Source: an optimization exercise on an open RTL-to-GDS flow (aim: small area). Production flows keep margins and buffers that such runs may drop.
Function was checked by simulation only, so behaviour that the tests miss may differ from the original.
Power figures rest on the tool's default switching activity, not on a simulated workload.

**flow/design.v**
```verilog
`timescale 1ns / 1ps
`default_nettype none
module ibis_texture_mapper
#(parameter TILE_SIZE_POW2_MAX = 9,
  parameter WIDTH = 11)
 (input wire logic aclk,
  input wire logic aresetn,
  input wire logic enable,
  input wire logic unsigned [6:0] write_registers,
  input wire logic unsigned [WIDTH - 1:0] x,
  input wire logic unsigned [WIDTH - 1:0] y,
  input wire logic unsigned [2:0] texture_power2,
  input wire logic signed [17:0] texture_matrixA,
  input wire logic signed [17:0] texture_matrixB,
  input wire logic signed [17:0] texture_matrixC,
  input wire logic signed [17:0] texture_matrixD,
  input wire logic signed [17:0] texture_translateX,
  input wire logic signed [17:0] texture_translateY,
  output logic unsigned [(TILE_SIZE_POW2_MAX * 2) - 1:0] map_address,
  output logic stencil_test,  
  output logic stencil_step,  
  output logic ready);
  logic unsigned [9:0] r_state;
  always_ff @(posedge aclk) begin: ibis_texture_mapper_statem
    if(!aresetn) begin
      r_state <= 10'b00000_00001;
    end else if(enable) begin
      r_state <= {r_state[8:0], r_state[9]};
    end
  end: ibis_texture_mapper_statem
  logic unsigned [3:0] r_texture_power2;
  always_ff @(posedge aclk) begin: ibis_texture_mapper_hold_power2
    if(!aresetn) begin
      r_texture_power2 <= 4'h5;
    end else if(enable & write_registers[6] & r_state[0]) begin
      r_texture_power2 <= {1'b0, texture_power2} + 4'h1;
    end
  end: ibis_texture_mapper_hold_power2
  logic signed [17:0] r_texture_matrix[8];
  always_ff @(posedge aclk) begin: ibis_texture_mapper_hold_A
    if(!aresetn) begin
      r_texture_matrix[0] <= 18'sh00100;
    end else if(enable & write_registers[0] & r_state[0]) begin
      r_texture_matrix[0] <= texture_matrixA;
    end
  end: ibis_texture_mapper_hold_A
  always_ff @(posedge aclk) begin: ibis_texture_mapper_hold_B
    if(!aresetn) begin
      r_texture_matrix[1] <= 18'sh00000;
    end else if(enable & write_registers[1] & r_state[0]) begin
      r_texture_matrix[1] <= texture_matrixB;
    end
  end: ibis_texture_mapper_hold_B
  always_ff @(posedge aclk) begin: ibis_texture_mapper_hold_C
    if(!aresetn) begin
      r_texture_matrix[2] <= 18'sh00000;
    end else if(enable & write_registers[2] & r_state[0]) begin
      r_texture_matrix[2] <= texture_matrixC;
    end
  end: ibis_texture_mapper_hold_C
  always_ff @(posedge aclk) begin: ibis_texture_mapper_hold_D
    if(!aresetn) begin
      r_texture_matrix[3] <= 18'sh00100;
    end else if(enable & write_registers[3] & r_state[0]) begin
      r_texture_matrix[3] <= texture_matrixD;
    end
  end: ibis_texture_mapper_hold_D
   always_ff @(posedge aclk) begin: ibis_texture_mapper_hold_Tx
    if(!aresetn) begin
      r_texture_matrix[4] <= 18'sh00000;
    end else if(enable & write_registers[4] & r_state[0]) begin
      r_texture_matrix[4] <= texture_translateX;
    end
  end: ibis_texture_mapper_hold_Tx
  always_ff @(posedge aclk) begin: ibis_texture_mapper_hold_Ty
    if(!aresetn) begin
      r_texture_matrix[5] <= 18'sh00000;
    end else if(enable & write_registers[5] & r_state[0]) begin
      r_texture_matrix[5] <= texture_translateY;
    end
  end: ibis_texture_mapper_hold_Ty
  always_ff @(posedge aclk) begin: ibis_texture_mapper_hold_X
    if(enable & r_state[1]) begin
      r_texture_matrix[6] <= signed'({1'b0, x[8:0], 8'h00}) - r_texture_matrix[4];
    end
  end: ibis_texture_mapper_hold_X
  always_ff @(posedge aclk) begin: ibis_texture_mapper_hold_Y
    if(enable & r_state[3]) begin
      r_texture_matrix[7] <= signed'({1'b0, y[8:0], 8'h00}) - r_texture_matrix[5];
    end
  end: ibis_texture_mapper_hold_Y
  logic signed [35:0] r_intermediaries[4];
  always_ff @(posedge aclk) begin: ibis_texture_mapper_calc_Ax
    if(!aresetn) begin
      r_intermediaries[0] <= 36'sh0;
    end else if(enable & r_state[2]) begin
      r_intermediaries[0] <= r_texture_matrix[0] * r_texture_matrix[6];
    end
  end: ibis_texture_mapper_calc_Ax
  always_ff @(posedge aclk) begin: ibis_texture_mapper_calc_By
    if(!aresetn) begin
      r_intermediaries[1] <= 36'sh0;
    end else if(enable & r_state[4]) begin
      r_intermediaries[1] <= r_texture_matrix[1] * r_texture_matrix[7];
    end
  end: ibis_texture_mapper_calc_By
  always_ff @(posedge aclk) begin: ibis_texture_mapper_calc_Cx
    if(!aresetn) begin
      r_intermediaries[2] <= 36'sh0;
    end else if(enable & r_state[2]) begin
      r_intermediaries[2] <= r_texture_matrix[2] * r_texture_matrix[6];
    end
  end: ibis_texture_mapper_calc_Cx
  always_ff @(posedge aclk) begin: ibis_texture_mapper_calc_Dy
    if(!aresetn) begin
      r_intermediaries[3] <= 36'sh0;
    end else if(enable & r_state[4]) begin
      r_intermediaries[3] <= r_texture_matrix[3] * r_texture_matrix[7];
    end
  end: ibis_texture_mapper_calc_Dy
  logic signed [35:0] r_final_sums[2];
  logic unsigned [1:0] r_stencil;
  logic unsigned [1:0] r_stencil_step;
  always_ff @(posedge aclk) begin: ibis_texture_mapper_calc_Xp
    if(!aresetn) begin
      r_final_sums[0] <= 36'sh0;
    end else if(enable & r_state[5]) begin
      r_final_sums[0] <= (r_intermediaries[0] + r_intermediaries[1]) + (36'sh10000 <<< r_texture_power2);
    end
  end: ibis_texture_mapper_calc_Xp
  always_ff @(posedge aclk) begin: ibis_texture_mapper_stencilX
    if(!aresetn) begin
      r_stencil[0] <= 1'b0;
    end else if(enable & r_state[6]) begin
      unique case(r_texture_power2)
        4'h1: r_stencil[0] <= ~|(r_final_sums[0][35:18]);
        4'h2: r_stencil[0] <= ~|(r_final_sums[0][35:19]);
        4'h3: r_stencil[0] <= ~|(r_final_sums[0][35:20]);
        4'h4: r_stencil[0] <= ~|(r_final_sums[0][35:21]);
        4'h5: r_stencil[0] <= ~|(r_final_sums[0][35:22]);
        4'h6: r_stencil[0] <= ~|(r_final_sums[0][35:23]);
        4'h7: r_stencil[0] <= ~|(r_final_sums[0][35:24]);
        4'h8: r_stencil[0] <= ~|(r_final_sums[0][35:25]);
        default: ;
      endcase
    end
  end: ibis_texture_mapper_stencilX
  always_ff @(posedge aclk) begin: ibis_texture_mapper_calc_Yp
    if(!aresetn) begin
      r_final_sums[1] <= 36'sh0;
    end else if(enable & r_state[7]) begin
      r_final_sums[1] <= (r_intermediaries[2] + r_intermediaries[3]) + (36'sh10000 <<< r_texture_power2);
    end
  end: ibis_texture_mapper_calc_Yp
  always_ff @(posedge aclk) begin: ibis_texture_mapper_stencilY
    if(!aresetn) begin
      r_stencil[1] <= 1'b0;
    end else if(enable & r_state[8]) begin
      unique case(r_texture_power2)
        4'h1: r_stencil[1] <= ~|(r_final_sums[1][35:18]);
        4'h2: r_stencil[1] <= ~|(r_final_sums[1][35:19]);
        4'h3: r_stencil[1] <= ~|(r_final_sums[1][35:20]);
        4'h4: r_stencil[1] <= ~|(r_final_sums[1][35:21]);
        4'h5: r_stencil[1] <= ~|(r_final_sums[1][35:22]);
        4'h6: r_stencil[1] <= ~|(r_final_sums[1][35:23]);
        4'h7: r_stencil[1] <= ~|(r_final_sums[1][35:24]);
        4'h8: r_stencil[1] <= ~|(r_final_sums[1][35:25]);
        default: ;
      endcase
    end
  end: ibis_texture_mapper_stencilY
  always_ff @(posedge aclk) begin: ibis_texture_mapper_stencil_stepX
    if(enable & r_state[8]) begin
      unique case(r_texture_power2)
        4'h1: r_stencil_step[0] <= ~r_final_sums[0][16];
        4'h2: r_stencil_step[0] <= ~r_final_sums[0][17];
        4'h3: r_stencil_step[0] <= ~r_final_sums[0][18];
        4'h4: r_stencil_step[0] <= ~r_final_sums[0][19];
        4'h5: r_stencil_step[0] <= ~r_final_sums[0][20];
        4'h6: r_stencil_step[0] <= ~r_final_sums[0][21];
        4'h7: r_stencil_step[0] <= ~r_final_sums[0][22];
        4'h8: r_stencil_step[0] <= ~r_final_sums[0][23];
        default: ;
      endcase
    end
  end: ibis_texture_mapper_stencil_stepX
  always_ff @(posedge aclk) begin: ibis_texture_mapper_stencil_stepY
    if(enable & r_state[8]) begin
      unique case(r_texture_power2)
        4'h1: r_stencil_step[1] <= ~r_final_sums[1][16];
        4'h2: r_stencil_step[1] <= ~r_final_sums[1][17];
        4'h3: r_stencil_step[1] <= ~r_final_sums[1][18];
        4'h4: r_stencil_step[1] <= ~r_final_sums[1][19];
        4'h5: r_stencil_step[1] <= ~r_final_sums[1][20];
        4'h6: r_stencil_step[1] <= ~r_final_sums[1][21];
        4'h7: r_stencil_step[1] <= ~r_final_sums[1][22];
        4'h8: r_stencil_step[1] <= ~r_final_sums[1][23];
        default: ;
      endcase
    end
  end: ibis_texture_mapper_stencil_stepY
  logic unsigned [(TILE_SIZE_POW2_MAX * 2) - 1:0] r_map_address;
  always_ff @(posedge aclk) begin: ibis_texture_mapper_address
    if(enable & r_state[9]) begin
      unique case(r_texture_power2)
        4'h1: r_map_address <= {14'b0, r_final_sums[1][17:16], r_final_sums[0][17:16]};
        4'h2: r_map_address <= {12'b0, r_final_sums[1][18:16], r_final_sums[0][18:16]};
        4'h3: r_map_address <= {10'b0, r_final_sums[1][19:16], r_final_sums[0][19:16]};
        4'h4: r_map_address <= {8'b0, r_final_sums[1][20:16], r_final_sums[0][20:16]};
        4'h5: r_map_address <= {6'b0, r_final_sums[1][21:16], r_final_sums[0][21:16]};
        4'h6: r_map_address <= {4'b0, r_final_sums[1][22:16], r_final_sums[0][22:16]};
        4'h7: r_map_address <= {2'b0, r_final_sums[1][23:16], r_final_sums[0][23:16]};
        4'h8: r_map_address <= {r_final_sums[1][24:16], r_final_sums[0][24:16]};
        default: ;
      endcase
    end
  end: ibis_texture_mapper_address
  assign map_address = r_map_address;
  assign ready = r_state[9];
  assign stencil_test = &r_stencil;
  assign stencil_step = &r_stencil_step;
endmodule
```
**flow/run.sh**
```bash
#!/bin/bash
# synth_recipe.tcl (not shown) runs the flow's synth.tcl, then flattens the netlist and writes it again
# the make line also repeats each setting of config.mk as NAME=value (left out here)
make -C /OpenROAD-flow-scripts/flow DESIGN_CONFIG=/design/flow/config.mk WORK_HOME=/design/flow/orfs CLKGATE_MAP_FILE= SYNTH_SCRIPT=/design/flow/synth_recipe.tcl finish
```
**flow/config.mk**
```make
export PLATFORM = sky130hd
export DESIGN_NAME = ibis_texture_mapper
export DESIGN_NICKNAME = ibis_texture_mapper
export VERILOG_FILES = /design/flow/design.v
export SDC_FILE = /design/flow/constraint.sdc
export NUM_CORES = 4
export LEC_CHECK = 0
export CAP_MARGIN = 20
export CORE_MARGIN = 2
export CORE_UTILIZATION = 40
export SLEW_MARGIN = 20
```
**flow/constraint.sdc**
```tcl
create_clock -name core_clock -period 10.0 [get_ports {aclk}]
set_input_delay 2.0000 -clock core_clock [delete_from_list [all_inputs] [get_ports {aclk}]]
set_output_delay 2.0000 -clock core_clock [all_outputs]
set_load 0.01 [all_outputs]
```
==> summary.txt <==
slack of the worst reg-to-reg path=between 2000 and 2500 ps; unique cell type count in the Yosys netlist=82; syn_nets=9334; logic gate share of total power=56.3%; Synth Area in Adders=between 50% and 60%; complex-gate fraction of the synthesized area=7.301%; share of cells above drive strength 1=2.659%; Setup Skew=29.34 ps; Async SR Flop Fraction=0%; largest family of logic cells by synthesized area=adder cells; hold buffer count at cts=0; max-slew violation count=0; total CTS buffers=46; reg-to-reg critical path startpoint=r_texture_matrix[7][5]$_DFFE_PP_; RSZ-0062 raised after global routing=no; worst vdd ir=146.3 uV; core area=162800 um2; Tmin final=about 7600 ps; mux share of post-synthesis cell area=0.1831%; Placement Rows=148; all-layer global routing usage=21.52%; CTS root buf=clkbuf_16; Final TNS setup=0 ps; final setup vio count=0; Slew @ Worst Pin=1339 ps; worst min path class=reg2reg; Hold Fails Final Rpt=0; DRC=0; power share of the clock group=23.0%; Slowest cell on crit path=edfxtp_1; Starting Density=between 40% and 50%; vias=48040; CTS sink count=364; CP endpoint kind=flop; routed wire length=173900 um; Die Y=between 400 and 500 um; TritonCTS clock tree=yes; CP Launch Type=flop; YS warnings=4; routed len/inst=approximately 18 um; post-cts gate resize count=0; Critical Path Max Stage Delay=650 ps; Crit Path Class=reg2reg; fmax=131.1 MHz; FF+latch count, synth=about 360; Nets=9245; Mapped Cells=7348; Final Cycle Share=76.27%; Buf/Inv on CP=6; cell count of the worst reg-to-reg path=23; Seq/Total Area, Yosys=around an eighth; syn_area_per_cell=8.928 um2; antenna violations before repair=4; switching share of power=43.77%; Power Density=around 110 nW/um2; Post-Synth Simple-Gate Area=16.63%; Skew-Pair Late Insertion Delay=~660 ps; max cap viols=0; Post-synth EDFFs=56; clock slew at reported path FFs=60 ps; RePlAce Congestion=0.9365; # port buffers=approximately 160; # H-tree levels=2; DIE WIDTH=409.0 um; Top delay family on crit path=adder cells; Pre-Repair DR Iteration Count=5; Psw=3.449 mW; CP cell instances=buf_4 > nand2_1 > fa_1 > fa_1 > inv_1 > ha_1 > inv_1 > fa_1 > inv_1 > fa_1 > inv_1 > fa_1 > inv_1 > ha_1 > a21o_1 > a21oi_1 > nand2b_1 > o311ai_1 > o41ai_1 > o21ai_0 > a2111oi_1 > o2111ai_1 > o311ai_0; hold_ws=453.9 ps; hold depth=2; via/cell ratio=5.071; Post-DP HPWL=approximately 140000 um; XOR/XNOR share of the synthesized area=~2.5%; detailed router's first-iteration violation count=about 3000; ys flop type=dfxtp_1; status=finished clean; vias in the first global route=a little over 50000; Post-Syn Area=65600 um2; crit path DAT=slightly above 8000 ps; Int Power=roughly 4.4 mW; Final Total Pwr=around 8 mW; hold path endpoint=r_texture_matrix[4][14]$_SDFFE_PN0P_; Seq pwr share=around 21%; Worst Path Max Fanout=29; postcts setup bufs=0; global route overflow=0; P&R area growth vs syn=7.778%; first-pass GRT wire length=285100 um; I/O pin count=164; Pleak=34.39 nW; worst endpoint required time=10530 ps; reg2reg end=r_intermediaries[3][34]$_SDFFE_PN0P_; Post-DRT Antenna Nets=0; Slew Limit Headroom=10.05%; largest net degree at the start of global routing=176; Die ar.=167300 um2; Hold Crit Start=r_texture_matrix[4][14]$_SDFFE_PN0P_; CTS max path bufs=3
==> cells by family after synthesis <==
family,count (synthesis)
multiplexers,12
buffers and inverters,1890
flip-flops,364
AO/OA/AOI/OAI,774
AND/OR/NAND/NOR,2276
XOR/XNOR,189
adder cells (fa/ha/maj),1843
==> worst max path at each step <==
stage	start	to	depth (start not counted)
final	r_texture_matrix[7][5]$_DFFE_PP_	r_intermediaries[3][34]$_SDFFE_PN0P_	23
after global routing	r_texture_matrix[7][5]$_DFFE_PP_	r_intermediaries[3][34]$_SDFFE_PN0P_	23
after CTS	r_texture_matrix[7][0]$_DFFE_PP_	r_intermediaries[3][34]$_SDFFE_PN0P_	24
after detailed placement	r_texture_matrix[7][0]$_DFFE_PP_	r_intermediaries[3][34]$_SDFFE_PN0P_	24
after global placement	r_texture_matrix[7][0]$_DFFE_PP_	r_intermediaries[3][34]$_SDFFE_PN0P_	24
after floorplan	r_texture_matrix[6][0]$_DFFE_PP_	r_intermediaries[2][34]$_SDFFE_PN0P_	27
==> flip-flops by register name (all words and copies together) (netlist names) <==
signal and cells:
r_state 10, r_map_address 18, r_texture_matrix 144, r_texture_power2 4, r_final_sums 40, r_stencil 2
r_stencil_step 2, r_intermediaries 144
==> tightest hold or removal path: cells and delay by family (launching register included) <==
| family | cells | cell delay [ps] |
|---|---|---|
| AOI/OAI and AO/OA | 1 | 50 |
| DFF | 1 | 310 |
| and+or+nand+nor | 1 | 50 |
==> metrics by stage <==
| step | setup WS, ps | std cells | area, um2 | utilization (%) |
|---|---|---|---|---|
| after floorplan | 3423 | 7348 | 65600 | - |
| after global placement | 2428 | 9385 | 69090 | 42.44 |
| after detailed placement | 2394 | 9386 | 69100 | 42.45 |
| after CTS | 2363 | 9471 | 70700 | 43.43 |
| after global routing | 1864 | 9471 | 70700 | 43.43 |
| final | 2373 | 9473 | 70700 | 43.44 |
==> power groups by stage <==
stage,sequential [mW],combinational (mW),clock [mW]
after floorplan,1.58,3.34,0
after global placement,1.66,4.40,0
after detailed placement,1.66,4.46,0
after CTS,1.63,4.49,1.86
after global routing,1.64,5.09,1.91
final,1.63,4.44,1.81
==> area by class of cell <==
type                            count  area, um2
Multi-Input combinational cell   5094      50660
Antenna cell                        2      5.005
Timing Repair Buffer              231       2150
Tap cell                         2175       2721
Fill cell                       15850      92070
Sequential cell                   364       7849
Inverter                         1522       5720
Clock buffer                       55       1279
Clock inverter                     30      316.6
==> routing by layer <==
| metal | global-route usage (%) | vias to the layer above | wire length (um) |
|---|---|---|---|
| met4 | 4.759 | 2 | 4104 |
| met2 | 35.90 | 1296 | 82090 |
| met5 | 0 | - | 12 |
| met1 | 29.63 | 24520 | 76570 |
| met3 | 3.087 | 224 | 11090 |
| li1 | - | 22000 | - |
==> cells in the final DEF, fill, tap and decap left out, types with 97 or more instances in the layout <==
master / count
a21oi_1: 349
and2_1: 673
clkdlybuf4s50_1: 158
dfxtp_1: 307
fa_1: 1348
ha_1: 495
inv_1: 1518
nand2_1: 1086
nand3_1: 97
nor2_1: 188
o21ai_0: 121
xnor2_1: 141
==> cells in the mapped netlist, types with 33 or more instances <==
master / number / area [um2]
xor2_1: 48 / 420.4
xnor2_1: 141 / 1235
nand2b_1: 45 / 281.5
o21ai_0: 121 / 605.6
a21o_1: 71 / 533.0
or3_1: 33 / 206.5
o21a_1: 36 / 270.3
edfxtp_1: 56 / 1682
inv_1: 1521 / 5709
ha_1: 495 / 6193
fa_1: 1348 / 26990
nand3_1: 97 / 485.5
nor2_1: 188 / 705.7
clkbuf_1: 360 / 1351
nand2_1: 1088 / 4084
and2_1: 675 / 4223
a21oi_1: 349 / 1747
nor3_1: 44 / 220.2
dfxtp_1: 308 / 6166

==> separate check: timing with driven ports <==
How much do the figures lean on ideal ports? The routed layout below was timed once more, with nothing changed but the port constraints. Step 1, drivers: a clkbuf_16 drives aclk and a buf_2 each remaining input, both assumed. Step 2 moves the port delays by t, midway between the first and last clock arrival at a register: inputs arrive t later, outputs are due t later. That takes back most of the time a late clock gives input paths. Slacks: ideal ports / drivers / drivers and shift; pairs: ideal ports / drivers.
shift t [ns]: 0.710
slack for setup (ns): 2.373 / 2.373 / 2.373
worst setup path after step 2: register to register
latest minus earliest clock arrival (ns): 0.037 / 0.037
After both steps this run still meets setup and hold. The setup slack of this run moves by 0.000 ns with the drivers and by 0.000 ns with both steps.
